What follows belongs to an exercise in optimizing a design on an open flow for small area, a short achievable clock period and few clock cycles per item; a production flow would make more cautious choices.
Where RTL was checked, it was by simulation tests only, not by an equivalence proof against the original.
For runs 1 to 6, only the layout was checked, not whether the RTL still works.
The clock input has no modelled driver; a real chip could not lean on it and would need a root buffer or a full tree.
Power and IR drop assume default switching activity.

==> design/flow/design.v <==
module apb_fifo (
    input  wire        clk,
    input  wire        rst,
    input  wire        psel,
    input  wire [3:0]  paddr,
    input  wire [31:0] pwdata,
    input  wire        penable,
    input  wire        pwrite,
    output wire [31:0] prdata,
    output wire        pready
);
reg [31:0] mem [0:15];    
reg [15:0] vld;           
reg [3:0]  cnt;           
reg        wacc;          
reg [3:0]  wa;            
reg        rdy;           
reg [31:0] rdq;           
wire setup = psel & ~penable;
wire full  = (cnt == 4'd15);
wire empty = (cnt == 4'd0);
wire [15:0] we = {16{wacc & penable}} & (16'b1 << wa);
always @(posedge clk or negedge rst) begin
    if (!rst) begin
        cnt <= 4'd0;
        vld <= 16'b0;
    end else begin
        if (rdy & penable)
            cnt <= pwrite ? cnt + 4'd1 : cnt - 4'd1;
        vld <= vld | we;
    end
end
reg [31:0] rq [0:3];
reg [3:0]  gsel;
reg [31:0] rword;
integer i;
always @(*) begin
    rword = 32'b0;
    for (i = 0; i < 4; i = i + 1) begin
        rq[i]   = mem[4*i + paddr[1:0]];
        gsel[i] = vld[4*i + paddr[1:0]] & (paddr[3:2] == i);
        rword   = rword | ({32{gsel[i]}} & rq[i]);
    end
end
always @(posedge clk) begin
    rdy  <= setup & (pwrite ? ~full : ~empty);
    wacc <= setup & pwrite & ~full;
    wa   <= paddr;
    for (i = 0; i < 16; i = i + 1)
        if (we[i])
            mem[i] <= pwdata;
    rdq <= rword;
end
assign prdata = rdq;
assign pready = rdy;
endmodule
==> design/flow/flow/run.sh <==
#!/bin/bash
set -euo pipefail
here=$(pwd)
export CTS_ARGS="-sink_clustering_enable -repair_clock_nets -dont_use_dummy_load -sink_clustering_size 20 -sink_clustering_max_diameter 60"
export POST_CTS_TCL="$here/flow/post_cts.tcl"
bash standard.sh > "$here/standard.log" 2>&1
==> design/flow/flow/post_cts.tcl <==
proc drop_clock_root {} {
  set block [ord::get_db_block]
  set clknet [$block findNet clk]
  set roots {}
  foreach it [$clknet getITerms] { lappend roots [$it getInst] }
  if {[llength $roots] != 1} { puts "drop_clock_root: [llength $roots] roots, left alone"; return }
  set root [lindex $roots 0]
  set rnet [[$root findITerm X] getNet]
  set sinks {}
  foreach it [$rnet getITerms] { if {[$it isInputSignal]} { lappend sinks $it } }
  if {[llength $sinks] > 4} { puts "drop_clock_root: root drives [llength $sinks] pins, left alone"; return }
  foreach it $sinks { $it disconnect; $it connect $clknet }
  odb::dbInst_destroy $root
  odb::dbNet_destroy $rnet
  puts "drop_clock_root: clk now drives [llength [$clknet getITerms]] pins"
}

drop_clock_root
estimate_parasitics -placement
repair_timing_helper
detailed_placement
check_placement -verbose
report_clock_latency -clock [all_clocks]
report_worst_slack -max
==> design/flow/standard.sh <==
#!/bin/bash
# synth_recipe.tcl (not shown) runs the flow's synth.tcl, then flattens the netlist and writes it again
# the make line also repeats each setting of config.mk as NAME=value (left out here)
make -C /OpenROAD-flow-scripts/flow DESIGN_CONFIG=/design/flow/config.mk WORK_HOME=/design/flow/orfs CLKGATE_MAP_FILE= SYNTH_SCRIPT=/design/flow/synth_recipe.tcl "${@:-finish}"
==> design/flow/config.mk <==
export PLATFORM = sky130hd
export DESIGN_NAME = apb_fifo
export DESIGN_NICKNAME = apb_fifo
export VERILOG_FILES = /design/flow/design.v
export SDC_FILE = /design/flow/constraint.sdc
export NUM_CORES = 4
export LEC_CHECK = 0
export CAP_MARGIN = 20
export CORE_MARGIN = 2
export CORE_UTILIZATION = 40
export SETUP_SLACK_MARGIN = 3.0
export SLEW_MARGIN = 20
export TNS_END_PERCENT = 5
==> design/flow/constraint.sdc <==
create_clock -name core_clock -period 5.0 [get_ports {clk}]
set_input_delay 1.0000 -clock core_clock [delete_from_list [all_inputs] [get_ports {clk}]]
set_output_delay 1.0000 -clock core_clock [all_outputs]
set_load 0.01 [all_outputs]
==> impl_results.md, run 1 <==
- Status: finished clean
- Core area: 52600 um2
- DRC viols: 0
- Footprint of the multi-input gates: 4400 um2
- Port-buffer cells: 73
- Final GP Congestion: 0.705
- Nets: 1141
- Share of layout cells above drive strength 1: 34.3%
- Setup_tns: 0 ns
- Actual slew at the worst max-slew pin: 0.627 ns
- Final setup violation count: 0
- Row cnt: 84
- Worst path arrival time: 2.44 ns
- Crit share post-route: 43.9%
- Die X: 234 um
- Filler cells: 4330
- Clock Latency Late Sink: 0.39 ns
- Critical path's slowest cell: dlygate4sd2_1
- WL final: 49700 um
- Ports: 74
- First-pass GRT wire length: 72300 um
- CTS Sinks: 570
- Reg area: 16700 um2
- Mapped Cells: 942
- Power per cell area: 352 nW/um2
- Reg clk slew, reported paths: 0.08 ns
- Number of max-cap violations: 0
- Antenna violations before repair: 3
- GR Util All Layers: 18.4%
- Lkg Pwr: 8.05 nW
- Register area share after synthesis: 78.4%
- Detailed Routing Iterations Pass 1: 5
- RSZ-0062 raised after global routing: true
- Seq cells post-synth: 570
- Wire length per cell: 27.8 um
- Max_slew headroom: 58.0%
- Post-Syn Area per Cell: 22.5 um2
- Final Hold Violating Endpoints: 0
- Min Tclk post-route: 2.20 ns
- Remaining Overflow, GRT: 0
- Dpl cell area: 23000 um2
- Worst Hold Class: flip-flop to flip-flop
- CP required: 5.24 ns
- Slowest cell delay on critical path: 0.57 ns
- Yosys warns: 3
- Antenna viol nets, final: 0
- Initial DRC Count: 991
- CP Class: primary input to flip-flop
- Die Ht: 234 um
- Vias in the first global route: 10.5k
- Cell area after layout: 25000 um2
- DPL Wire Length: 24400 um
- Mapped Nets: 986
- Vias: 10.0k
- Routed vias/inst: 5.61
- Slew Viols, Final: 0
- Critical Path End Type: flip-flop
- Post-Synthesis Cell Area: 21200 um2
- Critical Path, Cell by Cell: dlygate4sd2_1 -> and3_4 -> buf_6 -> a22oi_2 -> o211ai_1
- Synth-to-layout area growth: 17.9%
- Startpoint types: primary input
- Synth unique cells: 39
- Largest net degree at the start of global routing: 46
- Die area: 54900 um2
- Crit path max fanout: 12
- Layout Skew: 0.0730 ns
- Maximum vdd ir drop: 277 uV
- Max Fclk: 455 MHz
- Initial Util: 40.4%
==> logic make-up after synthesis <==
group	synth area share, %
DFF	78.4
muxes	14.1
and+or+nand+nor	2.11
buffers and inverters	1.93
AOI/OAI and AO/OA	3.11
xor gates and xnor gates	0.124
adders and majority gates	0.212
==> layout make-up <==
type | count | share of cell area [%]
Tap cell | 688 | 3.44
Antenna cell | 1 | 0.0100
Sequential cell | 570 | 66.6
Clock buffer | 40 | 4.00
Inverter | 33 | 0.505
Multi-Input combinational cell | 295 | 17.6
Timing Repair Buffer | 157 | 7.91
==> synth_stat cells <==
cell,n,area [um2]
a22oi_1,1,7.51
inv_1,33,124
nor2_1,15,56.3
dfxtp_1,38,761
ha_1,2,25.0
and3b_1,1,8.76
nand2b_1,2,12.5
o22ai_1,1,6.26
and3_1,1,6.26
a21o_1,1,7.51
clkbuf_1,10,37.5
dfrtp_1,20,500
fa_1,1,20.0
or4_1,1,7.51
nand2_1,4,15.0
nand3_1,32,160
nor3b_1,1,7.51
o21ai_0,1,5.00
o211ai_1,32,240
clkbuf_4,1,7.51
buf_2,22,110
nand4b_1,2,17.5
a22oi_2,31,388
mux2i_1,1,10.0
a21oi_1,1,5.00
nand3b_1,1,7.51
edfxtp_1,512,15400
or2_2,16,100
nand4_1,2,12.5
nor3_1,4,20.0
and4b_1,1,10.0
xnor2_1,3,26.3
mux4_1,2,52.6
mux4_2,130,2930
buf_6,10,113
buf_1,3,11.3
mux2_2,1,11.3
buf_4,1,7.51
or3_1,1,6.26
==> path summary, 6_finish.rpt <==
| check | start | to | slack, ns | cells past startpoint |
|---|---|---|---|---|
| max | paddr[2] | rdq[11] | 2.80 | 5 |
| min | vld[11] | vld[11] | 0.47 | 1 |
| max reg2reg | wa[0] | mem[3][16] | 2.97 | 3 |
| min reg2reg | vld[11] | vld[11] | 0.47 | 1 |
| max in group asynchronous | rst | cnt[3] | 4.00 | 1 |
| min in group asynchronous | rst | vld[10] | 0.59 | 1 |
==> report_power, final <==
part / leakage [nW] / switching [mW] / total [mW] / internal, mW
Combinational: 2.37 / 0.327 / 0.632 / 0.305
Sequential: 5.18 / 0.0603 / 5.32 / 5.26
Clock: 0.493 / 1.44 / 2.85 / 1.41
==> worst max-delay path: cells and delay by family <==
| kind | cells | cell delay [ns] |
|---|---|---|
| AOI/OAI and AO/OA | 2 | 0.18 |
| buffers and inverters | 2 | 0.81 |
| and+or+nand+nor | 1 | 0.43 |
==> routing by layer <==
metal / wire [um] / global-route usage (%) / part of all wire (%)
met1: 21400 / 26.2 / 43
met2: 23700 / 29.5 / 48
met3: 3650 / 3.84 / 7.4
met4: 894 / 4.09 / 1.8
met5: 8 / 0 / 0.016
==> sequential cells by signal, summed over array words and instances (netlist names) <==
signal,count
cnt,4
wacc,1
rdy,1
vld,16
mem,512
rdq,32
wa,4
==> stage by stage <==
stage / hold WS [ns] / worst slack, ns / instances / power (mW) / utilization, %
2_1_floorplan: 0.434 / 2.30 / 942 / 5.72 / -
3_3_place_gp: 0.447 / 1.47 / 1682 / 5.96 / 43.7
3_5_place_dp: 0.450 / 1.41 / 1682 / 5.97 / 43.7
5_1_grt: 0.485 / 2.78 / 1783 / 9.07 / 47.6
6_report: 0.469 / 2.80 / 1784 / 8.81 / 47.6
==> cells in the final DEF, fill, tap and decap left out, types with 20 or more instances in the layout <==
cell | netlist | routed
edfxtp_1 | 512 | 512
mux4_2 | 130 | 131
clkbuf_16 | 0 | 43
buf_4 | 1 | 41
clkdlybuf4s50_1 | 0 | 33
inv_1 | 33 | 32
nand3_1 | 32 | 32
a22oi_2 | 31 | 32
o211ai_1 | 32 | 32
buf_12 | 0 | 21
dfxtp_1 | 38 | 21
dfrtp_1 | 20 | 20
==> run 2: changes to the inputs <==
==> design/flow/flow/run.sh (replaced) <==
#!/bin/bash
# Standard layout (bash standard.sh, all ORFS steps), with changes to clock
# tree synthesis and the timing repair that follows it:
#  - TritonCTS builds smaller sink clusters of clkbuf_8 and no dummy loads;
set -euo pipefail
here=$(pwd)
export CTS_ARGS="-sink_clustering_enable -repair_clock_nets -dont_use_dummy_load -sink_clustering_size 16 -sink_clustering_max_diameter 50 -buf_list sky130_fd_sc_hd__clkbuf_8"
export POST_CTS_TCL="$here/flow/post_cts.tcl"
bash standard.sh > "$here/standard.log" 2>&1
--- a/design/flow/flow/post_cts.tcl
+++ b/design/flow/flow/post_cts.tcl
@@ -1,2 +1,4 @@
+# Sourced by ORFS's cts.tcl after clock tree synthesis and its timing repair.
+
 proc drop_clock_root {} {
   set block [ord::get_db_block]
@@ -16,9 +18,28 @@
 }
 
+# Port buffers that are delay cells become plain buffers.
+proc plain_port_buffers {} {
+  set buf [[ord::get_db] findMaster sky130_fd_sc_hd__buf_4]
+  set n 0
+  foreach inst [[ord::get_db_block] getInsts] {
+    set m [[$inst getMaster] getName]
+    if {[regexp {^(input|output)[0-9]+$} [$inst getName]] && [regexp {dly} $m]} {
+      $inst swapMaster $buf
+      incr n
+    }
+  }
+  puts "plain_port_buffers: $n swapped"
+}
+
 drop_clock_root
+set_dont_use {sky130_fd_sc_hd__dlygate* sky130_fd_sc_hd__clkdlybuf* sky130_fd_sc_hd__dlymetal*}
+plain_port_buffers
+detailed_placement
 estimate_parasitics -placement
-repair_timing_helper
+repair_design_helper
+repair_timing -setup_margin $::env(SETUP_SLACK_MARGIN) -repair_tns 100 -verbose
 detailed_placement
 check_placement -verbose
+estimate_parasitics -placement
 report_clock_latency -clock [all_clocks]
 report_worst_slack -max
==> run 2 against run 1 <==
Still clean; via count is 0.86% higher; sequential power hardly changed; clock power is 22% lower; synthesized area stayed put; non-clock buffer count is 1 higher; wire length is 0.93% higher; worst setup slack better by 0.052 ns; largest cell class unchanged.
==> impl_results.md, run 2 <==
- Antenna viol nets, final: 0 (unchanged)
- Asr flop ratio synth: 3.51% (unchanged)
- Top flop regs: mem (512), rdq (32), vld (16)
- Max reg flops: 512 (unchanged)
- Vias: 10.1k (+0.86%)
- Share of layout cells above drive strength 1: 38.9% (+4.5 points)
- Detailed Routing Iterations Pass 1: 5 (unchanged)
- GR Util All Layers: 18.7% (+0.27 points)
- Actual slew at the worst max-slew pin: 0.699 ns (+0.0715 ns)
- WL final: 50100 um (+0.93%)
- Cell Count, Final, Fillers Out: 1792 (+0.45%)
- CP Class: primary input to flip-flop
- Post-synth top area cell: edfxtp_1
- Final Hold Violating Endpoints: 0 (unchanged)
- Net switching power: 1.75 mW (-3.9%)
- Synth area leaders: edfxtp_1 72%, mux4_2 14%, dfxtp_1 3.6%, dfrtp_1 2.4%, a22oi_2 1.8%
- Final setup violation count: 0 (unchanged)
- Startpoint types: primary input
- Ports: 74 (unchanged)
- Synth-to-layout area growth: 15.1%
- Synth top cells by count: 512 x edfxtp_1, 130 x mux4_2, 38 x dfxtp_1, 33 x inv_1
- Max_slew headroom: 53.3% (-4.7 points)
- DRC viols: 0 (unchanged)
- Slack of the critical path: 2.85 ns (+0.0521 ns)
- Remaining Overflow, GRT: 0 (unchanged)
- Most common cell after layout, fill and taps aside: edfxtp_1
- Combinational share of power: 7.5% (+0.3 points)
- Min Tclk post-route: 2.15 ns (-0.0521 ns)
- Post-Syn Area per Cell: 22.5 um2 (unchanged)
- Die X: 234 um (unchanged)
- Reg area: 16700 um2 (about the same)
- Core area: 52600 um2 (unchanged)
- Clock power frac: 27.3% (-5.1 points)
- Register area share after synthesis: 78.4% (unchanged)
- Main flop type after synthesis: edfxtp_1
- Post-Synthesis Cell Area: 21200 um2 (unchanged)
- EDFF count, synth: 512 (unchanged)
- Setup_tns: 0 ns (unchanged)
- Final GP Congestion: 0.705 (unchanged)
- Die Ht: 234 um (unchanged)
- Synth unique cells: 39 (unchanged)
- Crit share post-route: 42.9% (-1.0 points)
- First-pass GRT wire length: 73100 um (+1.1%)
- Footprint of the multi-input gates: 4400 um2 (about the same)
- Most flop-heavy register: mem
- Most frequent cells in the layout: 512 x edfxtp_1, 131 x mux4_2, 67 x buf_4
- Initial DRC Count: 1111 (+12%)
- Seq cells post-synth: 570 (unchanged)
- Post-synth top area share: 72.4% (unchanged)
- Placed cell count: 1682 (unchanged)
- # diodes: 0 (-1)
- Max Fclk: 466 MHz (+2.4%)
- Post-Place Setup Slack: 1.41 ns (unchanged)
- Lkg Pwr: 7.89 nW (-2.0%)
- Cell Int Power: 6.40 mW (-8.3%)
- Slew Viols, Final: 0 (unchanged)
- Antenna violations before repair: 3 (unchanged)
- Port-buffer cells: 73 (unchanged)
- Maximum vdd ir drop: 242 uV (-12%)
- Number of max-cap violations: 0 (unchanged)
- Power per cell area: 334 nW/um2 (-5.2%)
- Clock Latency Late Sink: 0.45 ns (+0.06 ns)
- Filler cells: 4392 (+1.4%)
- Mapped Nets: 986 (unchanged)
- CTS Sinks: 570 (unchanged)
- Mapped Cells: 942 (unchanged)
- Routed vias/inst: 5.64 (+0.41%)
- Nets: 1150 (+0.79%)
- Wire length per cell: 28.0 um (+0.48%)
- Crit path max fanout: 8 (-4)
- Status: finished clean
- CP required: 5.33 ns (+0.09 ns)
- DPL Wire Length: 24400 um (unchanged)
- Layout Skew: 0.0626 ns (-0.0104 ns)
- Top-count cell post-synth: edfxtp_1
- Worst path arrival time: 2.48 ns (+0.04 ns)
- Initial Util: 40.4% (unchanged)
- Reg clk slew, reported paths: 0.10 ns (+0.02 ns)
- Row cnt: 84 (unchanged)
- Switching share of power: 21.5% (+0.78 points)
- Yosys warns: 3 (unchanged)
- RSZ-0062 raised after global routing: true
- Seq pwr share: 65.2% (+4.8 points)
- Worst Hold Class: primary input to asynchronous set/reset pin
- Largest net degree at the start of global routing: 34 (-26%)
- Die area: 54900 um2 (unchanged)
- Worst hold slack: 0.461 ns (-0.00780 ns)
- Vias in the first global route: 10.5k (+0.51%)
- Critical Path End Type: flip-flop
## run 2: cell count changes in the layout (fill, tap and decap cells not counted), sizes merged
cell | before | now
clkdlybuf4s15 | 19 | 0
clkdlybuf4s50 | 33 | 0
bufbuf | 6 | 0
diode | 1 | 0
clkbuf | 45 | 62
buf | 89 | 144
dlygate4sd2 | 5 | 0
## run 2: area by class of cell
cell class	instances	share of cell area, %
Sequential cell	570	68.2
Multi-Input combinational cell	295	18.0
Timing Repair Buffer	158	7.06
Tap cell	688	3.52
Clock buffer	48	2.70
Inverter	33	0.507
## run 2: power by group through the flow
| stage | Sequential [mW] | Clock, mW | Combinational, mW |
|---|---|---|---|
| after floorplan | 5.41 | 0 | 0.308 |
| after detailed placement | 5.42 | 0 | 0.551 |
| final | 5.32 | 2.22 | 0.612 |
| after global routing | 5.33 | 2.45 | 0.657 |
| after global placement | 5.42 | 0 | 0.541 |
## run 2: routing by layer
layer | up-vias | global-route usage, % | wire (um)
met5 | - | 0 | 19
met4 | 4 | 4.15 | 867
met3 | 66 | 3.68 | 4180
met2 | 391 | 29.8 | 23800
met1 | 5436 | 26.8 | 21200
li1 | 4204 | - | -
## run 2: worst paths after layout
check	startpoint	end	slack, ns	cells after the start
min in group core_clock	vld[6]	vld[6]	0.47	1
worst min register to register	vld[6]	vld[6]	0.47	1
max in group asynchronous	rst	cnt[3]	4.24	1
worst max-delay path	paddr[0]	rdq[8]	2.85	7
worst min-delay path	rst	vld[1]	0.46	1
worst max register to register	wa[0]	mem[15][16]	3.04	3
## run 2: cells by family (layout without fill, tap and decap cells)
group / count (synthesis) / count (layout) / synth area share [%]
AO/OA/AOI/OAI: 68 / 68 / 3.11
XOR/XNOR: 3 / 3 / 0.124
adder cells (fa/ha/maj): 3 / 3 / 0.212
buffers and inverters: 80 / 239 / 1.93
flip-flops: 570 / 570 / 78.4
multiplexers: 134 / 135 / 14.1
AND/OR/NAND/NOR: 84 / 86 / 2.11
## run 2: stage by stage
stage	utilization [%]	total power, mW	instance area (um2)
after floorplan	-	5.72	21300
after global placement	43.7	5.96	23000
after detailed placement	43.7	5.97	23000
after global routing	46.5	8.43	24400
final	46.5	8.15	24400
## run 2: critical path: stages
cell and delay [ns]:
clkbuf_16 0.15, mux4_2 0.50, and3b_4 0.27, buf_4 0.16, buf_8 0.13, a22oi_2 0.13
o211ai_1 0.10
==> run 3: changes to the inputs <==
--- a/design/flow/flow/run.sh
+++ b/design/flow/flow/run.sh
@@ -6,4 +6,5 @@
 here=$(pwd)
 export CTS_ARGS="-sink_clustering_enable -repair_clock_nets -dont_use_dummy_load -sink_clustering_size 16 -sink_clustering_max_diameter 50 -buf_list sky130_fd_sc_hd__clkbuf_8"
+export FLOW_REPAIR_STEPS="${FLOW_REPAIR_STEPS:-2.6 2.8 3.0 3.2}"
 export POST_CTS_TCL="$here/flow/post_cts.tcl"
 bash standard.sh > "$here/standard.log" 2>&1
--- a/design/flow/flow/post_cts.tcl
+++ b/design/flow/flow/post_cts.tcl
@@ -38,5 +38,9 @@
 estimate_parasitics -placement
 repair_design_helper
-repair_timing -setup_margin $::env(SETUP_SLACK_MARGIN) -repair_tns 100 -verbose
+# Repair in steps of growing margin: one pass at the full margin gets stuck
+# on paths that the smaller margins fix first.
+foreach margin $::env(FLOW_REPAIR_STEPS) {
+  repair_timing -setup_margin $margin -repair_tns 100 -verbose
+}
 detailed_placement
 check_placement -verbose
==> run 3 against run 2 <==
Synthesized cell count is the same; via count grew 2.6%; cell area grew 2.9%; non-clock buffer count grew 22; sequential share of layout area shrank 1.9 points; hold slack lost 0.013 ns; die area is the same; still clean; clock-buffer cell count is the same; global-route usage grew 0.82 points; synthesized area is the same; critical path depth shrank 1; worst setup slack gained 0.032 ns.
==> impl_results.md, run 3 <==
- Status: finished clean
- Critical Path End Type: flip-flop
- Mapped Cells: 942 (unchanged)
- Row cnt: 84 (unchanged)
- WL met3: 4220 um (+0.98%)
- Reg clk slew, reported paths: 0.09 ns (about the same)
- CP required: 5.26 ns (-0.07 ns)
- Most common cell after layout, fill and taps aside: edfxtp_1
- CP Class: primary input to flip-flop
- Slew Viols, Final: 0 (unchanged)
- Final setup violation count: 0 (unchanged)
- Final Hold Violating Endpoints: 0 (unchanged)
- Ports: 74 (unchanged)
- Detailed Routing Iterations Pass 1: 5 (unchanged)
- Footprint of the multi-input gates: 4410 um2 (+0.20%)
- Crit path launch: paddr[0]
- Setup_tns: 0 ns (unchanged)
- Crit share post-route: 42.3% (-0.64 points)
- Most frequent cells in the layout: 512 x edfxtp_1, 131 x mux4_2, 52 x buf_4
- Die Ht: 234 um (unchanged)
- Share of layout cells above drive strength 1: 41.0% (+2.2 points)
- Post-Syn Area per Cell: 22.5 um2 (unchanged)
- Register area share after synthesis: 78.4% (unchanged)
- Max Fclk: 473 MHz (+1.5%)
- Top-count cell post-synth: edfxtp_1
- WL final: 52500 um (+4.7%)
- Slack of the critical path: 2.89 ns (+0.0320 ns)
- Seq cells post-synth: 570 (unchanged)
- Yosys warns: 3 (unchanged)
- Antenna violations before repair: 2 (-1)
- Antenna viol nets, final: 0 (unchanged)
- Clock Latency Late Sink: 0.44 ns (about the same)
- Min Tclk post-route: 2.11 ns (-0.0320 ns)
- Synth unique cells: 39 (unchanged)
- Routed length on met2: 24900 um (+4.5%)
- Number of max-cap violations: 0 (unchanged)
- First-pass GRT wire length: 75700 um (+3.6%)
- Max_slew headroom: 52.5% (-0.75 points)
- Worst Hold Class: primary input to asynchronous set/reset pin
- Synth top cells by count: 512 x edfxtp_1, 130 x mux4_2, 38 x dfxtp_1, 33 x inv_1
- Maximum vdd ir drop: 243 uV (+0.25%)
- Post-Synthesis Cell Area: 21200 um2 (unchanged)
- Actual slew at the worst max-slew pin: 0.710 ns (+0.0112 ns)
- Remaining Overflow, GRT: 0 (unchanged)
- Power per cell area: 327 nW/um2 (-2.1%)
- Reg area: 16700 um2 (about the same)
- Filler cells: 4309 (-1.9%)
- Routed vias/inst: 5.71 (+1.3%)
- Met1 WL: 22300 um (+4.8%)
- Mapped Nets: 986 (unchanged)
- Synth-to-layout area growth: 18.4%
- Startpoint types: primary input
- Post-synth top area share: 72.4% (unchanged)
- Worst path arrival time: 2.38 ns (-0.10 ns)
- RSZ-0062 raised after global routing: true
- Final GP Congestion: 0.705 (unchanged)
- Vias: 10.4k (+2.6%)
- # diodes: 0 (unchanged)
- Die X: 234 um (unchanged)
- EDFF count, synth: 512 (unchanged)
- Max reg flops: 512 (unchanged)
- Crit path max fanout: 5 (-3)
- Main flop type after synthesis: edfxtp_1
- Post-Place Setup Slack: 1.41 ns (unchanged)
- Asr flop ratio synth: 3.51% (unchanged)
- Layout Skew: 0.0539 ns (-0.00863 ns)
- Post-synth top area cell: edfxtp_1
- Top flop regs: mem (512), rdq (32), vld (16)
- Die area: 54900 um2 (unchanged)
- DRC viols: 0 (unchanged)
- Port-buffer cells: 73 (unchanged)
- Synth area leaders: edfxtp_1 72%, mux4_2 14%, dfxtp_1 3.6%, dfrtp_1 2.4%, a22oi_2 1.8%
- Nets: 1172 (+1.9%)
- Core area: 52600 um2 (unchanged)
- GR Util All Layers: 19.5% (+0.82 points)
- Final total power: 8.21 mW (+0.73%)
- Vias in the first global route: 10.7k (+1.6%)
- DPL Wire Length: 24400 um (unchanged)
- Initial DRC Count: 1135 (+2.2%)
- CTS Sinks: 570 (unchanged)
- Highest routed layer: met5
- Worst r2r src: vld[3]
- Most flop-heavy register: mem
- Largest net degree at the start of global routing: 34 (unchanged)
- Initial Util: 40.4% (unchanged)
- Wire length per cell: 28.9 um (+3.4%)
- Lkg Pwr: 8.11 nW (+2.8%)
## run 3: changes by cell type in the layout (fill, tap and decap cells not counted), moves of 9 or more
| cell | delta |
|---|---|
| buf_6 | +24 |
| buf_2 | -22 |
| buf_12 | +15 |
| buf_4 | -15 |
| clkbuf_16 | +9 |
## run 3: final timing paths
check / end / slack, ns / cells after the start
worst min-delay path: vld[10] / 0.45 / 1
max in group asynchronous: cnt[3] / 4.26 / 1
worst max register to register: rdq[30] / 3.22 / 3
worst max-delay path: rdq[15] / 2.89 / 6
min in group core_clock: vld[11] / 0.47 / 1
worst min register to register: vld[11] / 0.47 / 1
## run 3: through the flow
stage | utilization (%) | hold slack [ns] | area [um2] | std cells
2_1_floorplan | - | 0.434 | 21300 | 942
3_3_place_gp | 43.7 | 0.447 | 23000 | 1682
3_5_place_dp | 43.7 | 0.450 | 23000 | 1682
5_1_grt | 47.8 | 0.451 | 25100 | 1814
6_report | 47.8 | 0.448 | 25100 | 1814
## run 3: critical path, stage by stage
cell and delay (ns):
clkbuf_16 0.13, mux4_2 0.48, and3_4 0.29, buf_12 0.18, a22oi_2 0.18, o211ai_1 0.11
## run 3: cell families after synthesis
family	Yosys count	synth area share [%]
adders and majority gates	3	0.212
DFF	570	78.4
and+or+nand+nor	84	2.11
buffers and inverters	80	1.93
AOI/OAI and AO/OA	68	3.11
xor gates and xnor gates	3	0.124
muxes	134	14.1
## run 3: final cells by class
cell class,instances,area share (%)
flip-flops and latches,570,66.3
multi-input cells,295,17.5
repair buffers,180,9.60
well taps,688,3.42
clock buffers,48,2.63
inverters,33,0.503
## run 3: power breakdown
group,total (mW),internal (mW),switching (mW)
combinational,0.648,0.310,0.339
clock,2.24,0.856,1.38
sequential,5.33,5.26,0.0660
## run 3: per-layer routing
metal,vias up,global-route usage (%)
met1,5621,27.9
met3,73,4.00
met2,413,30.9
met5,-,0
met4,4,4.78
li1,4251,-
==> run 4: changes to the inputs <==
--- a/design/flow/design.v
+++ b/design/flow/design.v
@@ -31,15 +31,11 @@
     end
 end
-reg [31:0] rq [0:3];
-reg [3:0]  gsel;
-reg [31:0] rword;
+wire [15:0] rsel = vld & (16'b1 << paddr);
+reg  [31:0] rword;
 integer i;
 always @(*) begin
     rword = 32'b0;
-    for (i = 0; i < 4; i = i + 1) begin
-        rq[i]   = mem[4*i + paddr[1:0]];
-        gsel[i] = vld[4*i + paddr[1:0]] & (paddr[3:2] == i);
-        rword   = rword | ({32{gsel[i]}} & rq[i]);
-    end
+    for (i = 0; i < 16; i = i + 1)
+        rword = rword | ({32{rsel[i]}} & mem[i]);
 end
 always @(posedge clk) begin
--- a/design/flow/config.mk
+++ b/design/flow/config.mk
@@ -8,5 +8,5 @@
 export CAP_MARGIN = 20
 export CORE_MARGIN = 2
-export CORE_UTILIZATION = 40
+export CORE_UTILIZATION = 55
 export SETUP_SLACK_MARGIN = 3.0
 export SLEW_MARGIN = 20
==> run 4 against run 3 <==
Synthesized area is 2.4% lower; first-iteration DRC count is 50% higher; cell area is 2.4% higher; global-route usage is 16 points higher; critical path depth is 1 higher; core utilization is 21 points higher; worst setup slack better by 0.029 ns; non-clock buffer count is 101 higher.
==> impl_results.md, run 4 <==
- EDFF count, synth: 512 (unchanged)
- Synth Area in Adders: 0.218% (+0.0053 points)
- Clock Latency Late Sink: 0.44 ns (about the same)
- Max Fclk: 480 MHz (+1.4%)
- Synth Area in Compound Gates: 13.5% (+10 points)
- WL final: 67700 um (+29%)
- Max reg flops: 512 (unchanged)
- CTS Sinks: 570 (unchanged)
- Slew Viols, Final: 0 (unchanged)
- Crit path max fanout: 6 (+1)
- GR Util All Layers: 35.7% (+16 points)
- Net switching power: 1.70 mW (-4.6%)
- Post-Synthesis Cell Area: 20700 um2 (-2.4%)
- Combinational share of power: 5.5% (-2.4 points)
- Vias in the first global route: 11.9k (+12%)
- Seq pwr share: 66.8% (+1.9 points)
- Port-buffer cells: 73 (unchanged)
- Status: finished clean
- Layout Skew: 0.0575 ns (+0.00358 ns)
- Synth unique cells: 37 (-5.1%)
- Register area share after synthesis: 80.3% (+2.0 points)
- Post-Synth Simple-Gate Area: 3.24% (+1.1 points)
- Synth-to-layout area growth: 24.3%
- Detailed Routing Iterations Pass 1: 5 (unchanged)
- Setup_tns: 0 ns (unchanged)
- Nets: 1341 (+14%)
- CP required: 5.29 ns (+0.03 ns)
- Ports: 74 (unchanged)
- Die Ht: 198 um (-15%)
- Main flop type after synthesis: edfxtp_1
- Number of max-cap violations: 0 (unchanged)
- Reg clk slew, reported paths: 0.10 ns (about the same)
- Most frequent cells in the layout: 512 x edfxtp_1, 135 x a22o_1, 100 x a221oi_2
- Initial Util: 55.4% (+15 points)
- Cell Int Power: 6.30 mW (-2.0%)
- Crit share post-route: 41.7% (-0.58 points)
- Yosys warns: 2 (-1)
- Mux cell area share after synthesis: 0.0544% (-14 points)
- Initial DRC Count: 1705 (+50%)
- Share of layout cells above drive strength 1: 39.8% (-1.3 points)
- Finished Core Util: 68.8% (+21 points)
- Largest family of logic cells by synthesized area: compound AO/OA/AOI/OAI gates
- Post-synth top area share: 74.2% (+1.8 points)
- Die X: 198 um (-15%)
- Power per cell area: 311 nW/um2 (-4.8%)
- Seq cells post-synth: 570 (unchanged)
- Worst Hold Class: primary input to asynchronous set/reset pin
- Synth top cells by count: 512 x edfxtp_1, 136 x a22o_1, 85 x a221oi_2, 38 x dfxtp_1
- Min Tclk post-route: 2.08 ns (-0.0288 ns)
- Final GP Congestion: 0.742 (+5.3%)
- Post-Syn Area per Cell: 20.3 um2 (-9.7%)
- Top flop regs: mem (512), rdq (32), vld (16)
- Asr flop ratio synth: 3.51% (unchanged)
- Max_slew headroom: 63.0% (+10 points)
- Final setup violation count: 0 (unchanged)
- Final Hold Violating Endpoints: 0 (unchanged)
- Remaining Overflow, GRT: 0 (unchanged)
- Routed vias/inst: 6.86 (+20%)
- Critical Path End Type: flip-flop
- Antenna violations before repair: 3 (+1)
- Switching share of power: 21.3% (-0.47 points)
- Mapped Nets: 1062 (+7.7%)
- Vias: 12.4k (+20%)
- Clock power frac: 27.8% (+0.6 points)
- Wire length per cell: 37.4 um (+29%)
- DPL Wire Length: 24900 um (+1.7%)
- RSZ-0062 raised after global routing: true
- Actual slew at the worst max-slew pin: 0.556 ns (-0.155 ns)
- Post-synth top area cell: edfxtp_1
- R2R Setup Slk: 3.17 ns (-0.05 ns)
- Synth area leaders: edfxtp_1 74%, a221oi_2 6.2%, a22o_1 5.8%, dfxtp_1 3.7%, dfrtp_1 2.4%
- Mapped Cells: 1018 (+8.1%)
- Post-Synth XOR/XNOR Area: 0.169% (+0.045 points)
- DRC viols: 0 (unchanged)
- Die area: 39200 um2 (-29%)
- Worst path arrival time: 2.37 ns (about the same)
- Core area: 37400 um2 (-29%)
- Antenna viol nets, final: 0 (unchanged)
- Most common cell after layout, fill and taps aside: edfxtp_1
- Most flop-heavy register: mem
- First-pass GRT wire length: 93500 um (+23%)
- Largest net degree at the start of global routing: 21 (-38%)
- Maximum vdd ir drop: 249 uV (+2.7%)
- Lkg Pwr: 8.71 nW (+7.3%)
- Row cnt: 71 (-15%)
- Top-count cell post-synth: edfxtp_1
- Startpoint types: primary input
- R2R depth: 4 (+1)
- CP Class: primary input to flip-flop
[run 4: per-layer routing]
| metal | vias up | GRT usage (%) | part of all wire [%] |
|---|---|---|---|
| li1 | 4887 | - | - |
| met1 | 6375 | 49.6 | 38 |
| met2 | 903 | 51.6 | 43 |
| met3 | 234 | 11.5 | 13 |
| met4 | 2 | 16.4 | 5.8 |
| met5 | - | 0 | 0.019 |
[run 4: final cells by class]
type,count,area (um2)
fillers,2351,11700
clock buffers,47,647
repair buffers,281,3550
well taps,511,639
inverters,1,3.75
flip-flops and latches,570,16700
diodes,2,5.00
multi-input cells,396,4210
[run 4: power by group through the flow]
stage	registers [mW]	clock network [mW]	logic, mW
3_3_place_gp	5.42	0	0.346
5_1_grt	5.35	2.40	0.465
2_1_floorplan	5.41	0	0.161
3_5_place_dp	5.41	0	0.354
6_report	5.34	2.22	0.437
[run 4: cell families (layout without fill, tap and decap cells)]
group / Yosys count / in the layout
compound gates: 260 / 260
xor+xnor: 4 / 4
fa+ha+maj: 3 / 3
buf+inv: 67 / 329
flops: 570 / 570
mux: 1 / 1
other cells: 0 / 2
simple gates: 113 / 128
[run 4: final timing paths]
check	startpoint	to
setup / recovery	paddr[0]	rdq[5]
min in group core_clock	mem[8][25]	rdq[25]
setup reg to reg	wa[0]	mem[9][16]
hold / removal	rst	vld[8]
max in group asynchronous	rst	cnt[1]
hold reg to reg	mem[8][25]	rdq[25]
[run 4: stage by stage]
stage | power [mW] | hold slack [ns] | area [um2] | setup slack [ns] | cells
6_report | 8.00 | 0.427 | 25700 | 2.92 | 1808
5_1_grt | 8.21 | 0.446 | 25700 | 2.88 | 1806
3_5_place_dp | 5.77 | 0.442 | 22000 | 1.48 | 1572
3_3_place_gp | 5.76 | 0.443 | 22000 | 1.53 | 1572
2_1_floorplan | 5.57 | 0.430 | 20800 | 2.15 | 1018
[run 4: critical path: stages]
cell and delay [ns]:
buf_8 0.11, nor2b_4 0.16, and4_4 0.28, buf_12 0.18, a22o_1 0.22, a221oi_1 0.22
nand4_1 0.17
==> run 5: changes to the inputs <==
--- a/design/flow/flow/run.sh
+++ b/design/flow/flow/run.sh
@@ -6,5 +6,7 @@
 here=$(pwd)
 export CTS_ARGS="-sink_clustering_enable -repair_clock_nets -dont_use_dummy_load -sink_clustering_size 16 -sink_clustering_max_diameter 50 -buf_list sky130_fd_sc_hd__clkbuf_8"
-export FLOW_REPAIR_STEPS="${FLOW_REPAIR_STEPS:-2.6 2.8 3.0 3.2}"
+# ORFS's own repair after CTS is skipped: post_cts.tcl repairs in steps instead.
+export SKIP_CTS_REPAIR_TIMING=1
+export FLOW_REPAIR_STEPS="${FLOW_REPAIR_STEPS:-2.5 2.6 2.7 2.8 2.9}"
 export POST_CTS_TCL="$here/flow/post_cts.tcl"
 bash standard.sh > "$here/standard.log" 2>&1
==> run 5 against run 4 <==
Cell area decreased by 8.5%; combinational power fell by 12%; still clean on timing, DRC and antenna; core utilization down 5.8 points; clock skew down 0.0076 ns; total power fell by 1.2%; non-clock buffer count down 118; flip-flop and latch count did not move; sequential power is essentially flat; via count down 11%; global-route usage shrank 6.9 points; critical path depth fell by 1; critical path type unchanged; clock-buffer cell count unchanged.
==> impl_results.md, run 5 <==
- Lkg Pwr: 7.83 nW (-10%)
- Cell Int Power: 6.26 mW (-0.60%)
- Actual slew at the worst max-slew pin: 0.595 ns (+0.0394 ns)
- Clock Latency Late Sink: 0.43 ns (about the same)
- Post-Syn Area per Cell: 20.3 um2 (unchanged)
- Vias: 11.1k (-11%)
- Combinational share of power: 4.8% (-0.7 points)
- Port-buffer cells: 73 (unchanged)
- Most frequent cells in the layout: 512 x edfxtp_1, 135 x a22o_1, 108 x buf_4
- Mapped Cells: 1018 (unchanged)
- Die Ht: 198 um (unchanged)
- Slack of the critical path: 2.86 ns (-0.0570 ns)
- Net switching power: 1.64 mW (-3.5%)
- Post-Synthesis Cell Area: 20700 um2 (unchanged)
- CP required: 5.35 ns (+0.06 ns)
- Main flop type after synthesis: edfxtp_1
- Power per cell area: 336 nW/um2 (+8.0%)
- Mapped Nets: 1062 (unchanged)
- RSZ-0062 raised after global routing: true
- WL final: 56200 um (-17%)
- Detailed Routing Iterations Pass 1: 5 (unchanged)
- Row cnt: 71 (unchanged)
- CP Class: primary input to flip-flop
- Slew Viols, Final: 0 (unchanged)
- Final GP Congestion: 0.742 (unchanged)
- Post-synth top area cell: edfxtp_1
- Seq cells post-synth: 570 (unchanged)
- Remaining Overflow, GRT: 0 (unchanged)
- Top flop regs: mem (512), rdq (32), vld (16)
- Top-count cell post-synth: edfxtp_1
- Yosys warns: 2 (unchanged)
- Die area: 39200 um2 (unchanged)
- Worst Hold Class: primary input to asynchronous set/reset pin
- Startpoint types: primary input
- Critical Path, Cell by Cell: buf_12 -> nor2b_2 -> and3_4 -> a22o_1 -> a221oi_2 -> nand4_1
- Seq pwr share: 67.4% (+0.6 points)
- Clock power frac: 27.8% (about the same)
- Final Hold Violating Endpoints: 0 (unchanged)
- Critical path's slowest cell: and3_4
- Synth top cells by count: 512 x edfxtp_1, 136 x a22o_1, 85 x a221oi_2, 38 x dfxtp_1
- Synth area leaders: edfxtp_1 74%, a221oi_2 6.2%, a22o_1 5.8%, dfxtp_1 3.7%, dfrtp_1 2.4%
- Synth-to-layout area growth: 13.7%
- Nets: 1225 (-8.7%)
- Antenna violations before repair: 1 (-2)
- Final setup violation count: 0 (unchanged)
- DRC viols: 0 (unchanged)
- Slowest cell delay on critical path: 0.58 ns (+0.30 ns)
- Asr flop ratio synth: 3.51% (unchanged)
- Layout Skew: 0.0499 ns (-0.00759 ns)
- Synth unique cells: 37 (unchanged)
- Vias in the first global route: 10.7k (-11%)
- Worst path arrival time: 2.49 ns (+0.12 ns)
- Most common cell after layout, fill and taps aside: edfxtp_1
- Worst hold slack: 0.440 ns (+0.0134 ns)
- Ports: 74 (unchanged)
- Max reg flops: 512 (unchanged)
- Post-Place Setup Slack: 1.48 ns (unchanged)
- Cell area after layout: 23500 um2 (-8.5%)
- Crit share post-route: 42.8% (+1.1 points)
- Setup_tns: 0 ns (unchanged)
- Post-synth top area share: 74.2% (unchanged)
- Share of layout cells above drive strength 1: 32.1% (-7.6 points)
- GR Util All Layers: 28.7% (-6.9 points)
- Initial DRC Count: 1245 (-27%)
- Cell Count, Final, Fillers Out: 1691 (-6.5%)
- Critical Path End Type: flip-flop
- Reg clk slew, reported paths: 0.10 ns (about the same)
- R2R Setup Slk: 3.15 ns (-0.02 ns)
- Crit path max fanout: 15 (+9)
- CTS Sinks: 570 (unchanged)
- Antenna viol nets, final: 0 (unchanged)
- Wire length per cell: 33.3 um (-11%)
- Status: finished clean
- DPL Wire Length: 24900 um (unchanged)
- Worst r2r src: wa[0]
- Min Tclk post-route: 2.14 ns (+0.0570 ns)
- Initial Util: 55.4% (unchanged)
- Die X: 198 um (unchanged)
- Max_slew headroom: 60.3% (-2.6 points)
- Switching share of power: 20.8% (-0.49 points)
- Maximum vdd ir drop: 250 uV (+0.17%)
- Filler cells: 2636 (+12%)
- End of the worst register-to-register path: mem[1][11]
- Placed cell count: 1572 (unchanged)
- First-pass GRT wire length: 77700 um (-17%)
- R2R depth: 3 (-1)
- Core area: 37400 um2 (unchanged)
- EDFF count, synth: 512 (unchanged)
- Largest net degree at the start of global routing: 34 (+62%)
- Dpl cell area: 22000 um2 (unchanged)
- Max Fclk: 467 MHz (-2.7%)
- Most flop-heavy register: mem
- Routed vias/inst: 6.54 (-4.7%)
- Number of max-cap violations: 0 (unchanged)
- Register area share after synthesis: 80.3% (unchanged)
-- run 5: cell counts after synthesis --
Identical to the previous run, type by type.
-- run 5: logic make-up (layout without fill, tap and decap cells) --
| logic type | count (synthesis) | after routing | share of synthesized area (%) |
|---|---|---|---|
| DFF | 570 | 570 | 80.3 |
| AOI/OAI and AO/OA | 260 | 260 | 13.5 |
| and+or+nand+nor | 113 | 130 | 3.24 |
| buffers and inverters | 67 | 211 | 2.47 |
| xor gates and xnor gates | 4 | 4 | 0.169 |
| adders and majority gates | 3 | 3 | 0.218 |
| muxes | 1 | 1 | 0.0544 |
| other | 0 | 1 | 0 |
-- run 5: metrics by stage --
step / power, mW / util, %
2_1_floorplan: 5.57 / -
3_3_place_gp: 5.76 / 59.0
3_5_place_dp: 5.77 / 59.0
5_1_grt: 8.14 / 63.0
6_report: 7.91 / 63.0
-- run 5: final cells by class --
cell class / instances / area (um2) / share of cell area [%]
inverter: 1 / 3.75 / 0.0159
tap: 511 / 639 / 2.72
antenna: 1 / 2.50 / 0.0106
timing repair buffer: 163 / 1570 / 6.65
sequential: 570 / 16600 / 70.7
clock buffer: 47 / 647 / 2.75
multi-input combinational: 398 / 4050 / 17.2
-- run 5: power by group through the flow --
stage | Sequential, mW | Clock, mW | Combinational, mW
2_1_floorplan | 5.41 | 0 | 0.161
3_3_place_gp | 5.42 | 0 | 0.346
3_5_place_dp | 5.41 | 0 | 0.354
5_1_grt | 5.33 | 2.40 | 0.413
6_report | 5.33 | 2.20 | 0.383
-- run 5: per-layer routing --
layer | global-route usage (%) | up-vias | wire [um]
li1 | - | 4634 | -
met1 | 43.0 | 5772 | 23400
met5 | 0 | - | 146
met3 | 7.10 | 96 | 6090
met2 | 43.4 | 554 | 25300
met4 | 5.90 | 2 | 1320
-- run 5: how the worst max path moves through the flow --
stage	startpoint	endpoint	slack [ns]	depth (start not counted)
final	paddr[1]	rdq[26]	2.86	6
after detailed placement	paddr[0]	rdq[8]	1.48	6
after floorplan	penable	mem[10][0]	2.15	2
after global placement	paddr[3]	rdq[14]	1.53	6
after global routing	penable	mem[8][17]	2.89	4
-- run 5: critical path: cells and delay by family --
| family | cells | cell delay, ns |
|---|---|---|
| AO/OA/AOI/OAI | 2 | 0.26 |
| buffers and inverters | 1 | 0.11 |
| AND/OR/NAND/NOR | 3 | 1.10 |
==> run 6: changes to the inputs <==
--- a/design/flow/design.v
+++ b/design/flow/design.v
@@ -13,6 +13,5 @@
 reg [15:0] vld;           
 reg [3:0]  cnt;           
-reg        wacc;          
-reg [3:0]  wa;            
+reg [15:0] wsel;          
 reg        rdy;           
 reg [31:0] rdq;           
@@ -20,5 +19,4 @@
 wire full  = (cnt == 4'd15);
 wire empty = (cnt == 4'd0);
-wire [15:0] we = {16{wacc & penable}} & (16'b1 << wa);
 always @(posedge clk or negedge rst) begin
     if (!rst) begin
@@ -28,5 +26,6 @@
         if (rdy & penable)
             cnt <= pwrite ? cnt + 4'd1 : cnt - 4'd1;
-        vld <= vld | we;
+        if (penable)
+            vld <= vld | wsel;
     end
 end
@@ -41,8 +40,7 @@
 always @(posedge clk) begin
     rdy  <= setup & (pwrite ? ~full : ~empty);
-    wacc <= setup & pwrite & ~full;
-    wa   <= paddr;
+    wsel <= (setup & pwrite & ~full) ? (16'b1 << paddr) : 16'b0;
     for (i = 0; i < 16; i = i + 1)
-        if (we[i])
+        if (wsel[i] & penable)
             mem[i] <= pwdata;
     rdq <= rword;
==> run 6 against run 5 <==
Still clean; non-clock buffer count down 26; sequential share of layout area fell by 3.1 points; synthesized cell count up 50%; combinational power up 64%; flip-flop and latch count rose by 11; cell count up 27%; global-route usage rose by 2.0 points; cell area rose by 6.0%; largest power group unchanged.
==> impl_results.md, run 6 <==
- Min Tclk post-route: 2.19 ns (+0.0444 ns)
- Vias: 13.6k (+23%)
- CP Class: primary input to flip-flop
- Max_slew headroom: 27.4% (-33 points)
- Crit share post-route: 43.7% (+0.89 points)
- Antenna violations before repair: 1 (unchanged)
- Synth area leaders: edfxtp_1 70%, nand2_1 5.0%, dfxtp_1 4.5%, nor2_1 2.7%, a2111oi_0 2.3%
- Layout Skew: 0.0381 ns (-0.0118 ns)
- Die X: 204 um (+2.8%)
- Slew Viols, Final: 0 (unchanged)
- Register area share after synthesis: 76.9% (-3.4 points)
- Die Ht: 204 um (+2.8%)
- Dpl cell area: 23400 um2 (+6.1%)
- Final total power: 8.38 mW (+6.1%)
- Power per cell area: 336 nW/um2 (about the same)
- WL final: 63300 um (+13%)
- Critical Path End Type: flip-flop
- Mapped Cells: 1524 (+50%)
- Most frequent cells in the layout: 512 x edfxtp_1, 290 x nand2_1, 159 x nor2_1
- Detailed Routing Iterations Pass 1: 5 (unchanged)
- Yosys warns: 2 (unchanged)
- Synth-to-layout area growth: 13.9%
- Worst hold slack: 0.470 ns (+0.0296 ns)
- Lkg Pwr: 8.16 nW (+4.1%)
- CP required: 5.09 ns (-0.26 ns)
- Ports: 74 (unchanged)
- Worst path arrival time: 2.27 ns (-0.22 ns)
- Nets: 1660 (+36%)
- Placed cell count: 2055 (+31%)
- Actual slew at the worst max-slew pin: 1.09 ns (+0.494 ns)
- Most common cell after layout, fill and taps aside: edfxtp_1
- Top flop regs: mem (512), rdq (32)
- Max Fclk: 457 MHz (-2.0%)
- DRC viols: 0 (unchanged)
- Asr flop ratio synth: 3.44% (-0.066 points)
- Initial Util: 55.4% (about the same)
- Slack of the critical path: 2.81 ns (-0.0444 ns)
- Post-synth top area share: 70.1% (-4.1 points)
- Main flop type after synthesis: edfxtp_1
- Clock Latency Late Sink: 0.44 ns (about the same)
- Most flop-heavy register: mem
- Die area: 41500 um2 (+5.7%)
- Max reg flops: 512 (unchanged)
- Cell Count, Final, Fillers Out: 2141 (+27%)
- Post-Place Setup Slack: 1.04 ns (-0.443 ns)
- Finished Core Util: 63.1% (+0.16 points)
- Startpoint types: primary input
- Filler cells: 2949 (+12%)
- Initial DRC Count: 1425 (+14%)
- Final GP Congestion: 0.774 (+4.2%)
- Final Hold Violating Endpoints: 0 (unchanged)
- Maximum vdd ir drop: 257 uV (+2.9%)
- Seq cells post-synth: 581 (+1.9%)
- EDFF count, synth: 512 (unchanged)
- DPL Wire Length: 32100 um (+29%)
- Remaining Overflow, GRT: 0 (unchanged)
- Final setup violation count: 0 (unchanged)
- Wire length per cell: 29.6 um (-11%)
- Mapped Nets: 1568 (+48%)
- Core area: 39500 um2 (+5.7%)
- RSZ-0062 raised after global routing: true
- Cell area after layout: 25000 um2 (+6.0%)
- Synth unique cells: 48 (+30%)
- Largest net degree at the start of global routing: 34 (unchanged)
- Post-Syn Area per Cell: 14.4 um2 (-29%)
- Vias in the first global route: 13.0k (+22%)
- Row cnt: 73 (+2.8%)
- Crit path max fanout: 20 (+5)
- Worst Hold Class: flip-flop to flip-flop
- GR Util All Layers: 30.8% (+2.0 points)
- CTS Sinks: 581 (+1.9%)
- Reg clk slew, reported paths: 0.09 ns (about the same)
- Antenna viol nets, final: 0 (unchanged)
- Port-buffer cells: 73 (unchanged)
- Post-Synthesis Cell Area: 21900 um2 (+5.8%)
- Setup_tns: 0 ns (unchanged)
- Routed vias/inst: 6.33 (-3.2%)
- Synth top cells by count: 512 x edfxtp_1, 290 x nand2_1, 160 x nor2_1, 76 x and3_1, 68 x o22ai_1
- Share of layout cells above drive strength 1: 19.5% (-13 points)
- Post-synth top area cell: edfxtp_1
- Status: finished clean
- First-pass GRT wire length: 90200 um (+16%)
- Number of max-cap violations: 0 (unchanged)
- Top-count cell post-synth: edfxtp_1
run 6: cell types whose count changed after synthesis, sizes merged, moves of 58 or more:
cell / before / now
a221oi: 120 / 32
a22o: 136 / 0
and3: 12 / 77
nor2: 18 / 160
a2111oi: 0 / 58
o22ai: 1 / 70
nand2: 6 / 290
run 6: final cells by class:
class                   instances  area (um2)  area share [%]
flip-flops and latches        581       16900            67.5
multi-input cells             847        5500            22.0
repair buffers                137        1280            5.11
clock buffers                  48         661            2.65
well taps                     525         657            2.63
inverters                       1        7.51          0.0301
diodes                          2        5.00          0.0200
run 6: critical path, stage by stage:
cell and delay (ns):
buf_4 0.19, and2_2 0.62, buf_4 0.42
run 6: power breakdown:
| group | internal (mW) | switching (mW) |
|---|---|---|
| sequential | 5.34 | 0.142 |
| clock | 0.858 | 1.42 |
| combinational | 0.228 | 0.399 |
run 6: path summary, 6_finish.rpt:
path,startpoint,end,slack (ns),cells past startpoint
min,mem[12][29],rdq[29],0.47,2
max reg2reg,vld[4],rdq[12],3.01,5
min in group asynchronous,rst,vld[5],0.54,2
max,penable,mem[6][27],2.81,3
min reg2reg,mem[12][29],rdq[29],0.47,2
max in group asynchronous,rst,vld[6],4.17,2
run 6: per-layer routing:
metal	global-route usage, %	up-vias	share of wire, %
li1	-	5892	-
met1	42.4	6907	40
met2	50.0	625	48
met3	5.37	131	8.3
met4	10.4	0	3.3
met5	0	-	0
run 6: logic make-up (layout without fill, tap and decap cells):
| family | count (synthesis) | count (layout) | share of synthesized area, % |
|---|---|---|---|
| muxes | 2 | 2 | 0.0970 |
| other | 0 | 2 | 0 |
| xor gates and xnor gates | 2 | 2 | 0.0799 |
| and+or+nand+nor | 625 | 633 | 13.1 |
| buffers and inverters | 104 | 186 | 2.37 |
| AOI/OAI and AO/OA | 207 | 207 | 7.22 |
| adders and majority gates | 3 | 3 | 0.205 |
| DFF | 581 | 581 | 76.9 |
==> run 7: changes to the inputs <==
--- a/design/flow/design.v
+++ b/design/flow/design.v
@@ -12,6 +12,6 @@
 reg [31:0] mem [0:15];    
 reg [15:0] vld;           
+reg [15:0] wsel;          
 reg [3:0]  cnt;           
-reg [15:0] wsel;          
 reg        rdy;           
 reg [31:0] rdq;           
@@ -21,7 +21,11 @@
 always @(posedge clk or negedge rst) begin
     if (!rst) begin
-        cnt <= 4'd0;
-        vld <= 16'b0;
+        rdy  <= 1'b0;
+        wsel <= 16'b0;
+        cnt  <= 4'd0;
+        vld  <= 16'b0;
     end else begin
+        rdy  <= setup & (pwrite ? ~full : ~empty);
+        wsel <= (setup & pwrite & ~full) ? (16'b1 << paddr) : 16'b0;
         if (rdy & penable)
             cnt <= pwrite ? cnt + 4'd1 : cnt - 4'd1;
@@ -39,6 +43,4 @@
 end
 always @(posedge clk) begin
-    rdy  <= setup & (pwrite ? ~full : ~empty);
-    wsel <= (setup & pwrite & ~full) ? (16'b1 << paddr) : 16'b0;
     for (i = 0; i < 16; i = i + 1)
         if (wsel[i] & penable)
==> run 7 against run 6 <==
Die area fell by 6.9%; cell area fell by 7.5%; critical endpoint is now rdq[29]; register-to-register slack improved by 0.23 ns; maximum frequency rose by 3.8%; largest cell class unchanged; sequential power fell by 1%; worst setup slack improved by 0.080 ns; first-iteration DRC count fell by 14%; highest routed layer is now met5; cell count fell by 21%; core utilization rose by 0.082 points; clock-buffer cell count fell by 1; flip-flop and latch count did not move; synthesized cell count fell by 30%.
==> impl_results.md, run 7 <==
- Status: finished clean
- Hold depth: 2 (unchanged)
- Crit path max fanout: 5 (-75%)
- GR Util All Layers: 27.9% (-2.9 points)
- CP required: 5.30 ns (+0.21 ns)
- Register area share after synthesis: 83.1% (+6.2 points)
- Most common cell after layout, fill and taps aside: edfxtp_1
- EDFF count, synth: 512 (unchanged)
- Most flop-heavy register: mem
- Core area: 36500 um2 (-7.7%)
- Final Hold Violating Endpoints: 0 (unchanged)
- Max reg flops: 512 (unchanged)
- End of the worst register-to-register path: rdq[10]
- R2R Setup Slk: 3.24 ns (+0.23 ns)
- Hold-critical path endpoint: rdq[2]
- WL final: 54500 um (-14%)
- Synth unique cells: 37 (-23%)
- Die area: 38600 um2 (-6.9%)
- CTS Sinks: 581 (unchanged)
- Final GP Congestion: 0.726 (-6.2%)
- Vias: 11.0k (-19%)
- Antenna viol nets, final: 0 (unchanged)
- Maximum vdd ir drop: 245 uV (-4.8%)
- Critical path's slowest cell: or4_1
- Cell Count, Final, Fillers Out: 1684 (-21%)
- Mapped Cells: 1073 (-30%)
- Final setup violation count: 0 (unchanged)
- Crit share post-route: 42.1% (-1.6 points)
- Synth area leaders: edfxtp_1 75%, a22oi_1 6.3%, dfrtp_1 4.5%, dfxtp_1 3.1%, a22o_1 2.0%
- Asr flop ratio synth: 6.37% (+2.9 points)
- Max_slew headroom: 30.8% (+3.3 points)
- CP delay by family, top: simple AND/OR/NAND/NOR gates
- Startpoint types: primary input
- Mapped Nets: 1117 (-29%)
- Top-count cell post-synth: edfxtp_1
- Die Ht: 196 um (-3.5%)
- Buf+Inv Stages, Crit Path: 2 (unchanged)
- Post-synth top area cell: edfxtp_1
- Clock Latency Late Sink: 0.43 ns (about the same)
- Actual slew at the worst max-slew pin: 1.04 ns (-0.0501 ns)
- Routed vias/inst: 6.54 (+3.3%)
- Max Fclk: 475 MHz (+3.8%)
- R2R depth: 4 (-1)
- Ports: 74 (unchanged)
- Synth-to-layout area growth: 13.3%
- First-pass GRT wire length: 75500 um (-16%)
- Antenna violations before repair: 1 (unchanged)
- Critical Path, Cell by Cell: buf_8 -> and2_4 -> and3_4 -> buf_6 -> a22oi_1 -> nand2_1 -> or4_1
- Layout Skew: 0.0570 ns (+0.0189 ns)
- Yosys warns: 2 (unchanged)
- Post-synth top area share: 75.5% (+5.3 points)
- Post-Synthesis Cell Area: 20400 um2 (-7.0%)
- Initial DRC Count: 1232 (-14%)
- Largest net degree at the start of global routing: 38 (+12%)
- Min Tclk post-route: 2.11 ns (-0.0799 ns)
- Nets: 1262 (-24%)
- Slowest cell delay on critical path: 0.51 ns (-0.11 ns)
- Lkg Pwr: 7.50 nW (-8.0%)
- Worst r2r src: vld[1]
- Main flop type after synthesis: edfxtp_1
- Critical Path End Type: flip-flop
- RSZ-0062 raised after global routing: true
- Slew Viols, Final: 0 (unchanged)
- Post-Syn Area per Cell: 19.0 um2 (+32%)
- Dpl cell area: 21500 um2 (-8.1%)
- Detailed Routing Iterations Pass 1: 5 (unchanged)
- DPL Wire Length: 22900 um (-29%)
- Share of layout cells above drive strength 1: 22.7% (+3.2 points)
- Reg clk slew, reported paths: 0.10 ns (about the same)
- Initial Util: 55.8% (+0.37 points)
- Wire length per cell: 32.3 um (+9.4%)
- Cell area after layout: 23100 um2 (-7.5%)
- Most frequent cells in the layout: 512 x edfxtp_1, 166 x a22oi_1, 101 x buf_4
- Post-Place Setup Slack: 1.46 ns (+0.423 ns)
- Filler cells: 2601 (-12%)
- Setup_tns: 0 ns (unchanged)
- Top flop regs: mem (512), rdq (32)
- Vias in the first global route: 10.8k (-17%)
- Slack of the critical path: 2.89 ns (+0.0799 ns)
- # diodes: 0 (-2)
- Die X: 196 um (-3.5%)
- Power per cell area: 347 nW/um2 (+3.4%)
- Worst hold start: mem[11][2]
- Number of max-cap violations: 0 (unchanged)
- CP Class: primary input to flip-flop
- Placed cell count: 1557 (-24%)
- DRC viols: 0 (unchanged)
- Synth top cells by count: 512 x edfxtp_1, 172 x a22oi_1, 46 x a22o_1, 38 x a221oi_1, 37 x dfrtp_1
- Row cnt: 70 (-4.1%)
- Worst Hold Class: flip-flop to flip-flop
- Remaining Overflow, GRT: 0 (unchanged)
- Worst path arrival time: 2.40 ns (+0.13 ns)
- Port-buffer cells: 73 (unchanged)
- Seq cells post-synth: 581 (unchanged)
-- run 7: where the power goes --
| group | internal (mW) | switching [mW] | leakage (nW) | total, mW |
|---|---|---|---|---|
| Sequential | 5.34 | 0.0783 | 5.36 | 5.42 |
| Combinational | 0.161 | 0.209 | 1.80 | 0.371 |
| Clock | 0.842 | 1.38 | 0.338 | 2.22 |
-- run 7: through the flow --
stage,power (mW),utilization [%],hold WS (ns)
after global placement,5.83,58.9,0.445
after detailed placement,5.84,58.9,0.445
final,8.01,63.2,0.470
after floorplan,5.64,-,0.430
after global routing,8.26,63.2,0.498
-- run 7: worst max-delay path by stage --
| stage | slack, ns | end | cells past startpoint | start |
|---|---|---|---|---|
| finish | 2.89 | rdq[29] | 7 | paddr[1] |
| detailed placement | 1.46 | rdq[20] | 6 | paddr[3] |
| global route | 2.89 | rdq[10] | 6 | paddr[3] |
| floorplan | 2.67 | rdq[10] | 7 | paddr[2] |
| global placement | 1.50 | rdq[11] | 6 | paddr[3] |
-- run 7: cells by family (layout without fill, tap and decap cells) --
kind of cell,count (synthesis),count (layout),synth area share (%)
buffers and inverters,68,190,1.54
adder cells (fa/ha/maj),3,3,0.221
AND/OR/NAND/NOR,156,177,4.80
AO/OA/AOI/OAI,260,260,10.1
multiplexers,1,1,0.0553
XOR/XNOR,4,4,0.172
flip-flops,581,581,83.1
-- run 7: tightest hold or removal path, stage by stage (launching register included) --
cell      delay [ns]
edfxtp_1        0.33
a22oi_1         0.07
nand4_1         0.08
-- run 7: cell type report --
class | instances | area, um2 | share of cell area (%)
tap | 468 | 586 | 2.54
sequential | 581 | 16900 | 73.4
inverter | 1 | 3.75 | 0.0163
multi-input combinational | 445 | 3590 | 15.5
timing repair buffer | 142 | 1320 | 5.71
clock buffer | 47 | 647 | 2.80
-- run 7: metal layers --
layer | up-vias | global-route usage (%) | wire length (um)
met5 | - | 0 | 14
met4 | 2 | 8.31 | 1550
met3 | 93 | 4.88 | 4710
met2 | 520 | 46.3 | 26300
met1 | 5688 | 38.3 | 21900
li1 | 4710 | - | -
Testbench counts of run 7, summed over its fixed seeds: cycles 6,400, transfers 3,200.
==> run 8: changes to the inputs <==
--- a/design/flow/config.mk
+++ b/design/flow/config.mk
@@ -11,3 +11,3 @@
 export SETUP_SLACK_MARGIN = 3.0
 export SLEW_MARGIN = 20
-export TNS_END_PERCENT = 5
+export TNS_END_PERCENT = 100
==> run 8 against run 7 <==
Clock power about the same; critical path depth down 1; die area unchanged; global-route usage up 0.64 points; cell count up 2.4%; core utilization up 2.6 points; sequential share of layout area down 2.9 points; via count up 4.2%; largest cell class unchanged.
==> impl_results.md, run 8 <==
- Net switching power: 1.68 mW (+0.92%)
- Final total power: 8.05 mW (+0.47%)
- Critical Path End Type: flip-flop
- EDFF count, synth: 512 (unchanged)
- # diodes: 0 (unchanged)
- Top-count cell post-synth: edfxtp_1
- Switching share of power: 20.9% (+0.095 points)
- Detailed Routing Iterations Pass 1: 5 (unchanged)
- Crit path launch: paddr[0]
- Min Tclk post-route: 2.13 ns (+0.0223 ns)
- Number of max-cap violations: 0 (unchanged)
- Footprint of the multi-input gates: 3990 um2 (+11%)
- Power per cell area: 335 nW/um2 (-3.5%)
- Nets: 1302 (+3.2%)
- Filler cells: 2415 (-7.2%)
- DPL Wire Length: 22700 um (-0.97%)
- GR Util All Layers: 28.5% (+0.64 points)
- Max Fclk: 470 MHz (-1.0%)
- Slew Viols, Final: 0 (unchanged)
- Max reg flops: 512 (unchanged)
- Hold depth: 2 (unchanged)
- CP required: 5.31 ns (about the same)
- Status: finished clean
- Startpoint types: primary input
- Crit path max fanout: 6 (+1)
- Register area share after synthesis: 83.1% (unchanged)
- Vias: 11.5k (+4.2%)
- Port-buffer cells: 73 (unchanged)
- Layout Skew: 0.0509 ns (-0.00609 ns)
- Mapped Cells: 1073 (unchanged)
- Die X: 196 um (unchanged)
- Antenna viol nets, final: 0 (unchanged)
- Die Ht: 196 um (unchanged)
- RSZ-0062 raised after global routing: true
- Combinational share of power: 5.1% (+0.5 points)
- Crit share post-route: 42.6% (+0.45 points)
- Initial Util: 55.8% (unchanged)
- Initial DRC Count: 1376 (+12%)
- Die area: 38600 um2 (unchanged)
- Slack of the critical path: 2.87 ns (-0.0223 ns)
- Top flop regs: mem (512), rdq (32)
- Remaining Overflow, GRT: 0 (unchanged)
- Synth-to-layout area growth: 18.0%
- Worst path arrival time: 2.44 ns (+0.04 ns)
- Reg clk slew, reported paths: 0.10 ns (about the same)
- Synth area leaders: edfxtp_1 75%, a22oi_1 6.3%, dfrtp_1 4.5%, dfxtp_1 3.1%, a22o_1 2.0%
- Clock Latency Late Sink: 0.43 ns (about the same)
- Post-synth top area cell: edfxtp_1
- Worst Hold Class: flip-flop to flip-flop
- Worst r2r src: vld[1]
- Setup_tns: 0 ns (unchanged)
- Mapped Nets: 1117 (unchanged)
- Seq pwr share: 67.3% (-0.3 points)
- Placed cell count: 1556 (-0.064%)
- Max_slew headroom: 44.8% (+14 points)
- Most flop-heavy register: mem
- Share of layout cells above drive strength 1: 30.1% (+7.4 points)
- Antenna violations before repair: 1 (unchanged)
- Wire length per cell: 32.7 um (+1.1%)
- R2R depth: 4 (unchanged)
- Ports: 74 (unchanged)
- CP Class: primary input to flip-flop
- End of the worst register-to-register path: rdq[10]
- Final Hold Violating Endpoints: 0 (unchanged)
- Main flop type after synthesis: edfxtp_1
- WL final: 56400 um (+3.5%)
- Vias in the first global route: 10.9k (+1.3%)
- Post-Place Setup Slack: 1.36 ns (-0.101 ns)
- Maximum vdd ir drop: 245 uV (about the same)
- CTS Sinks: 581 (unchanged)
- Lkg Pwr: 7.87 nW (+4.9%)
- Most frequent cells in the layout: 512 x edfxtp_1, 134 x a22oi_1, 97 x buf_4
- Clock power frac: 27.6% (about the same)
- Actual slew at the worst max-slew pin: 0.828 ns (-0.211 ns)
- Yosys warns: 2 (unchanged)
- Finished Core Util: 65.8% (+2.6 points)
- Final GP Congestion: 0.730 (+0.62%)
- Asr flop ratio synth: 6.37% (unchanged)
- Reg area: 16900 um2 (unchanged)
- Synth top cells by count: 512 x edfxtp_1, 172 x a22oi_1, 46 x a22o_1, 38 x a221oi_1, 37 x dfrtp_1
- Post-Synthesis Cell Area: 20400 um2 (unchanged)
- Synth unique cells: 37 (unchanged)
- R2R Setup Slk: 3.18 ns (-0.06 ns)
- Cell Int Power: 6.37 mW (+0.35%)
- Cell Count, Final, Fillers Out: 1724 (+2.4%)
- Worst hold start: mem[11][6]
- First-pass GRT wire length: 76600 um (+1.4%)
- Routed vias/inst: 6.66 (+1.8%)
- Largest net degree at the start of global routing: 38 (unchanged)
- Post-synth top area share: 75.5% (unchanged)
- Core area: 36500 um2 (unchanged)
- Most common cell after layout, fill and taps aside: edfxtp_1
- Hold-critical path endpoint: rdq[6]
- Post-Syn Area per Cell: 19.0 um2 (unchanged)
- Row cnt: 70 (unchanged)
- Seq cells post-synth: 581 (unchanged)
- Final setup violation count: 0 (unchanged)
- DRC viols: 0 (unchanged)
==> run 8: cell families (layout without fill, tap and decap cells) <==
logic type | Yosys count | after routing | share of synthesized area (%)
adders and majority gates | 3 | 3 | 0.221
buffers and inverters | 68 | 228 | 1.54
muxes | 1 | 1 | 0.0553
AOI/OAI and AO/OA | 260 | 260 | 10.1
and+or+nand+nor | 156 | 179 | 4.80
DFF | 581 | 581 | 83.1
xor gates and xnor gates | 4 | 4 | 0.172
==> run 8: worst max-delay path by stage <==
stage	cells after the start	to	slack (ns)
final	6	rdq[10]	2.87
after global routing	6	rdq[10]	2.86
after detailed placement	7	rdq[1]	1.36
after global placement	7	rdq[29]	1.42
after floorplan	7	rdq[10]	2.67
==> run 8: per-stage QoR <==
step	cell area (um2)	hold WS (ns)
floorplan	20800	0.430
global placement	21800	0.442
detailed placement	21800	0.444
global route	24000	0.498
finish	24000	0.463
==> run 8: metal layers <==
metal | GRT usage, % | vias to the layer above | wire length [um]
met1 | 40.7 | 6011 | 23500
met4 | 9.03 | 0 | 1520
li1 | - | 4801 | -
met5 | 0 | - | 0
met2 | 44.5 | 569 | 26300
met3 | 6.33 | 99 | 5050
==> run 8: cell type report <==
type                    instances  area share (%)
clock buffers                  47            2.69
inverters                       1          0.0260
multi-input cells             447            16.6
flip-flops and latches        581            70.5
well taps                     468            2.44
repair buffers                180            7.76
==> run 8: power by group through the flow <==
stage | Combinational (mW) | Clock [mW] | Sequential (mW)
after floorplan | 0.154 | 0 | 5.50
after global placement | 0.339 | 0 | 5.50
after detailed placement | 0.349 | 0 | 5.50
after global routing | 0.442 | 2.41 | 5.42
final | 0.409 | 2.22 | 5.42
==> run 8: worst max-delay path, cell delays in order <==
cell     delay (ns)
buf_12         0.12
nor2b_4        0.17
and3_4         0.26
a22oi_1        0.28
nand2_1        0.09
or4_1          0.52

-- separate check: timing with driven ports --
The results above use ideal ports. As a check the final layouts listed here were re-extracted and re-timed, cells and wires unchanged.
Step 1 sets driving cells, clkbuf_16 on the clock port and buf_2 on the other inputs (assumed; they add their load-dependent delay and slew).
Step 2, shift: input delay + t, output delay - t, t = (earliest + latest rising clock arrival at the registers) / 2. This alone moves slack from input paths to output paths.
a / b / c = ideal ports / drivers / drivers and shift; a / b = the first two.
run	t (ns)	setup WS [ns]
run 1	0.472	2.803 / 2.739 / 2.267
run 2	0.504	2.855 / 2.759 / 2.256
run 3	0.504	2.887 / 2.715 / 2.211
run 4	0.518	2.915 / 2.960 / 2.464
run 5	0.509	2.858 / 2.885 / 2.390
run 6	0.526	2.814 / 2.869 / 2.369
run 7	0.490	2.894 / 2.945 / 2.456
run 8	0.503	2.872 / 2.917 / 2.420
After both steps every run listed still meets setup and hold.
